From an optimization exercise on the open Yosys and OpenROAD flow, aimed at small area, a short achievable clock period and few clock cycles; shortcuts taken in it are not production practice.
The RTL was checked by simulation tests, not by an equivalence proof against the original design.

## job 8540
// feedforward
module feedforward(
    input [31:0] x1, x2, x3, x4,
    input [31:0] w1, w2, w3, w4,
    input clk,
    input rst,
    output wire [31:0] result,
    output wire done
    );
    localparam D_SR = 2'd0, D_UA = 2'd1, D_UB = 2'd2, D_RES = 2'd3;
    wire [3:0] nin = {(x4[30:0] != 0) && (w4[30:0] != 0),
                      (x3[30:0] != 0) && (w3[30:0] != 0),
                      (x2[30:0] != 0) && (w2[30:0] != 0),
                      (x1[30:0] != 0) && (w1[30:0] != 0)};
    wire sgn1 = x1[31] ^ w1[31];
    reg [3:0] nz;        
    reg [3:0] t;         
    reg       fin;       
    reg       v1;        
    reg       d1;        
    reg       v3;        
    reg [1:0] d3;        
    wire [7:0] ordr, ordi;
    ff_order oz(.n(nz), .o(ordr));
    ff_order oi(.n(nin), .o(ordi));
    wire [2:0] kk   = {2'b00, nz[0]} + {2'b00, nz[1]} + {2'b00, nz[2]} + {2'b00, nz[3]};
    wire       lf   = nz[0] & nz[1];
    reg       s2_act;
    reg [1:0] s2_dest;
    wire [2:0] ctl_z, ctl_i;
    ff_ctl cz(.n(nz), .tt(t + 4'd1), .c(ctl_z));
    ff_ctl ci(.n(nin), .tt(4'd1), .c(ctl_i));
    wire [2:0] ctl_next = rst ? ctl_i : ctl_z;
    wire d1_next = (t == 4'd2) ? ((kk == 3'd4) ? 1'b0 : lf) : 1'b1;
    wire cpy = (kk == 3'd4) && (t == 4'd6);
    wire clr = (kk == 3'd1) && (t == 4'd1);
    reg [23:0] nx, ny;
    reg signed [9:0] ex, ey;    
    reg        ps;
    reg        ua_s, ub_s;
    reg [9:0]  ua_e, ub_e;
    reg [23:0] ua_m, ub_m;
    reg        ua_g, ub_g, ua_st, ub_st, ua_t, ub_t;
    reg [27:0] as_sum;
    reg [7:0]  as_eb;
  ...
clock: 10.0 ns
lec_check: 0
abc_area: 1
cap_margin: 20
core_margin: 2
core_utilization: 55
setup_slack_margin: 0.6
slew_margin: 20
standard.sh (not shown) runs the stock make flow with config.mk's settings and CLKGATE_MAP_FILE= SYNTH_SCRIPT=/design/flow/synth_recipe.tcl, a recipe that flattens the netlist after the stock synthesis.
==> flow/flow/run.sh <==
#!/bin/bash
# The standard layout (the standard.sh: ORFS from synthesis to the final
# layout), except that the buffer put on every input and output port is the
# smallest plain buffer, sky130_fd_sc_hd__buf_1, rather than the default.
set -e
export BUFFER_PORTS_ARGS="-buffer_cell sky130_fd_sc_hd__buf_1"
bash standard.sh > standard_flow.log 2>&1
Testbench counts of job 8540, summed over its fixed seeds: cycles 3,567.
### job 8540 -> job 6858
# job 8540
export LEC_CHECK = 0
export ABC_AREA = 1
export CAP_MARGIN = 20
export CORE_MARGIN = 2
export CORE_UTILIZATION = 55
export SETUP_SLACK_MARGIN = 0.6
export SLEW_MARGIN = 20
create_clock -name core_clock -period 10.0 [get_ports {clk}]
# job 6858
export LEC_CHECK = 0
export ABC_AREA = 1
export CAP_MARGIN = 20
export CORE_MARGIN = 2
export CORE_UTILIZATION = 55
export SETUP_SLACK_MARGIN = 3.5
export SLEW_MARGIN = 20
create_clock -name core_clock -period 10.0 [get_ports {clk}]
Results
Job 8540 | status: complete | timing, DRC, antenna: pass. What the final checks of job 6858 revealed, after a flow that finished every stage, was a layout that fails on capacitance limit, slew limit. The higher sequential fraction of total cell area came out of job 8540. In the tables for job 8540 and job 6858, CTS buffer count reads higher with job 8540. Job 6858 vs job 8540, instance count on the critical path went down by 6. Relative max-transition margin: job 6858 worse than job 8540.
Modified inputs, job 3709 compared to job 6858
# job 6858
export LEC_CHECK = 0
export ABC_AREA = 1
export CAP_MARGIN = 20
export CORE_MARGIN = 2
export CORE_UTILIZATION = 55
export SETUP_SLACK_MARGIN = 3.5
export SLEW_MARGIN = 20
create_clock -name core_clock -period 10.0 [get_ports {clk}]
# job 3709
export LEC_CHECK = 0
export ABC_AREA = 1
export CAP_MARGIN = 20
export CORE_MARGIN = 2
export CORE_UTILIZATION = 40
export SETUP_SLACK_MARGIN = 2.5
export SLEW_MARGIN = 20
create_clock -name core_clock -period 10.0 [get_ports {clk}]
- The clock-cell share of area of job 3709 is higher than that of job 6858.
- Job 3709 vs. job 6858: setup slack now sits higher, wire length saw a decrease.
- Global routing met1 resource utilization was lower in job 3709 than in job 6858.
- Detailed-routed wire length on met2, job 3709 vs job 6858: down by a few percent
- Measured against job 3709, the core footprint of job 6858 comes out at 0.73 times the reference value.
- Sort job 6858 and job 3709 by final design area excluding fillers asc -> top: job 3709
- Job 3709 went all the way through the flow, and no timing, DRC or antenna check failed.
## Diff of input files: job 7692 against job 3709
# job 3709
export LEC_CHECK = 0
export ABC_AREA = 1
export CAP_MARGIN = 20
export CORE_MARGIN = 2
export CORE_UTILIZATION = 40
export SETUP_SLACK_MARGIN = 2.5
export SLEW_MARGIN = 20
create_clock -name core_clock -period 10.0 [get_ports {clk}]
# job 7692
export LEC_CHECK = 0
export ABC_AREA = 1
export CAP_MARGIN = 20
export CORE_MARGIN = 2
export CORE_UTILIZATION = 50
export SETUP_SLACK_MARGIN = 2.5
export SLEW_MARGIN = 20
create_clock -name core_clock -period 10.0 [get_ports {clk}]
Results
Job 7692: number of ordinary and repair buffers in the finished layout lower than job 3709
Between job 7692 and job 3709, the via count of the routed design does not differ in any meaningful way.
Routed wire in job 7692 totals less than in job 3709.
Per the comparison of job 7692 with job 3709, global-route wire length before repair -2.2%, total global routing track utilization +7.5 points, final period demand of the worst path -75 ps.

== run 1 ==
Starting RTL as in the previous note.
Settings: LEC_CHECK=0, ABC_AREA=1, CAP_MARGIN=20, CORE_MARGIN=2, CORE_UTILIZATION=55, SETUP_SLACK_MARGIN=1.5, SLEW_MARGIN=20; clock period 10.0 ns.
run.sh (not shown) runs the stock make flow with config.mk's settings and CLKGATE_MAP_FILE= SYNTH_SCRIPT=/design/flow/synth_recipe.tcl, a recipe that flattens the netlist after the stock synthesis.
Stock flow here: none of the scripts above is used.
Testbench counts of run 1, summed over its fixed seeds: cycles 3,567.
Modified inputs, run 2 compared to run 1
- CORE_UTILIZATION now 40, was 55
- SETUP_SLACK_MARGIN now 3.0, was 1.5
==> flow/flow/run.sh (new file) <==
#!/bin/bash
# The standard layout (the standard.sh: ORFS from synthesis to the final
# layout), except that the buffer put on every input and output port is the
# smallest plain buffer, sky130_fd_sc_hd__buf_1, rather than the default.
set -e
export BUFFER_PORTS_ARGS="-buffer_cell sky130_fd_sc_hd__buf_1"
bash standard.sh > standard_flow.log 2>&1
==> flow/standard.sh (new file) <==
#!/bin/bash
# synth_recipe.tcl (not shown) runs the flow's synth.tcl, then flattens the netlist and writes it again
# the make line also repeats each setting of config.mk as NAME=value (left out here)
make -C /OpenROAD-flow-scripts/flow DESIGN_CONFIG=/design/flow/config.mk WORK_HOME=/design/flow/orfs CLKGATE_MAP_FILE= SYNTH_SCRIPT=/design/flow/synth_recipe.tcl "${@:-finish}"
removed: flow/run.sh
[summary]
Diff run 1 -> run 2: overall die area increased by 0.029 sq mm relative to the old numbers, hold slack increased by 0.031 ns relative to the old numbers, slew of the pin with the lowest slew margin increased by 0.044 ns relative to the old numbers, final worst clock skew increased by 0.027 ns relative to the old numbers. Lower area overhead of the layout relative to synthesis was reported by run 1, not run 2.
#### Input delta (run 3 over run 2)
- SETUP_SLACK_MARGIN: 3.0 -> 0.6
- CORE_UTILIZATION: 40 -> 65
[summary]
Run 3 | stages: all done | timing, DRC, antenna: all pass
Cell count after placement on run 3 is down relative to run 2.
Run 2 leaves more setup margin than run 3.
Post-route non-filler standard cell count: run 3 < run 2
Against run 2 as the reference, run 3 delivers a lower wire length per cell.
Diff run 3..run 2 | count of distinct cell types in the synthesized netlist | unchanged
Diff run 2 -> run 3 | highest attainable clock frequency | down by more than 10%
Of run 3 and run 2, the lower vias after detailed routing belongs to run 3.
Clock buffer instance count of the final layout was lower in run 2 than in run 3.
Changes in run 4 relative to run 3:
- SETUP_SLACK_MARGIN now 2.5, was 0.6
- CORE_UTILIZATION now 45, was 65
Notes after the runs:
- Compared run 4 against run 3; worst hold slack within noise.
- Actual slew at the worst max-slew pin: lower on run 4
- Against run 3, run 4 reports a diode insertion count for antenna repair that is higher.
Input-level comparison between run 5 and run 4:
- CORE_UTILIZATION changed from 45 to 35
Notes after the runs:
Run 5 ran to completion and came out clean on the timing, DRC and antenna checks.
Per the comparison of run 5 with run 4, total detailed-routing wirelength lost about 2.2%, share of cells above drive strength 1 picked up an extra 0.63 points, count of standard-cell rows picked up an extra 14, smallest hold slack picked up an extra 0.0070 ns, number of I/O port buffers neither gained nor lost much.
Run 5: detailed route wirelength on metal3 is 18% higher than what run 4 reported.
Run 4 → run 5: clock period minus worst slack fell 0.046 ns; minimum setup slack in the final design picked up an extra 0.046 ns; floorplan die width saw an increase.
Comparing run 4 and run 5, clock-cell share of area is higher on run 4.
diff inputs: run 5 => run 6
- CORE_UTILIZATION now 55, was 35
In the final design statistics, run 6 uses fewer standard cells in total than run 5.
Post-synthesis xor/xnor area fraction came out exactly the same in run 6 and run 5.
Compared with run 5, run 6 shows half-perimeter wire length after placement that has gone down by a few percent.
Diff run 5 -> run 6: critical path data required time now smaller, largest net degree at the start of global routing picked up an extra 1.
Taking run 6 as 1.0, run 5 lands at 0.949 on non-clock buffer total of the final layout.

feedforward, a different RTL version from the one above (not shown whole).
Size in the first run: about 6,200 cells after synthesis, roughly 250 flip-flops, ~290 I/O pins, about 47,000 um^2 of cells after synthesis.
make LEC_CHECK=0 CAP_MARGIN=20 CORE_MARGIN=2 CORE_UTILIZATION=40 SLEW_MARGIN=20 finish   # period 10.0 ns
Stock flow here: none of the scripts above is used.
Testbench counts at the start, summed over its fixed seeds: cycles 3,567.
Edit:
Settings changed: CORE_UTILIZATION 40 to 55, SETUP_SLACK_MARGIN from default to 0.6.
The changed run finished clean.
Design area drops by about 1.1%.
Synthesized area is unchanged.
Routed wire length shrinks by 9.3%.
Clock skew went down by 0.031 ns.
Non-clock buffer count went down by 5.
Synthesized cell count is unchanged.

port drivers added, routing unchanged:
The results above use ideal ports. As a check the final layouts listed here were re-extracted and re-timed, cells and wires unchanged. Step 1 assumes that a clkbuf_16 drives the clock port and a buf_2 every other input. Step 2 moves the port delays by t, midway between the first and last clock arrival at a register: inputs arrive t later, outputs are due t later. That takes back most of the time a late clock gives input paths. Slacks: ideal ports / drivers / drivers and shift; pairs: ideal ports / drivers.
run | shift t [ns] | slack for setup (ns) | worst hold slack (ns)
job 8540 | 0.655 | 1.371 / 1.371 / 1.371 | 0.475 / 0.475 / 0.475
job 6858 | 0.664 | 0.788 / 0.788 / 0.788 | 0.469 / 0.469 / 0.469
job 3709 | 0.661 | 2.506 / 2.506 / 2.301 | 0.473 / 0.473 / 0.473
job 7692 | 0.661 | 2.581 / 2.581 / 2.581 | 0.474 / 0.474 / 0.474
run 1 | 0.665 | 1.800 / 1.800 / 1.800 | 0.475 / 0.475 / 0.475
run 2 | 0.666 | 2.434 / 2.434 / 2.434 | 0.506 / 0.506 / 0.506
run 3 | 0.673 | 1.086 / 1.086 / 1.086 | 0.476 / 0.476 / 0.476
run 4 | 0.671 | 2.674 / 2.674 / 2.614 | 0.474 / 0.474 / 0.474
run 5 | 0.663 | 2.720 / 2.720 / 2.720 | 0.481 / 0.481 / 0.481
run 6 | 0.654 | 2.430 / 2.430 / 2.430 | 0.466 / 0.466 / 0.466
the first run of note 3 | 0.664 | 0.603 / 0.603 / 0.603 | 0.488 / 0.488 / 0.488
the second run of note 3 | 0.670 | 0.755 / 0.755 / 0.755 | 0.498 / 0.498 / 0.498
The setup slack of job 3709, which loses most, moves by 0.000 ns with the drivers and by -0.205 ns with both steps.
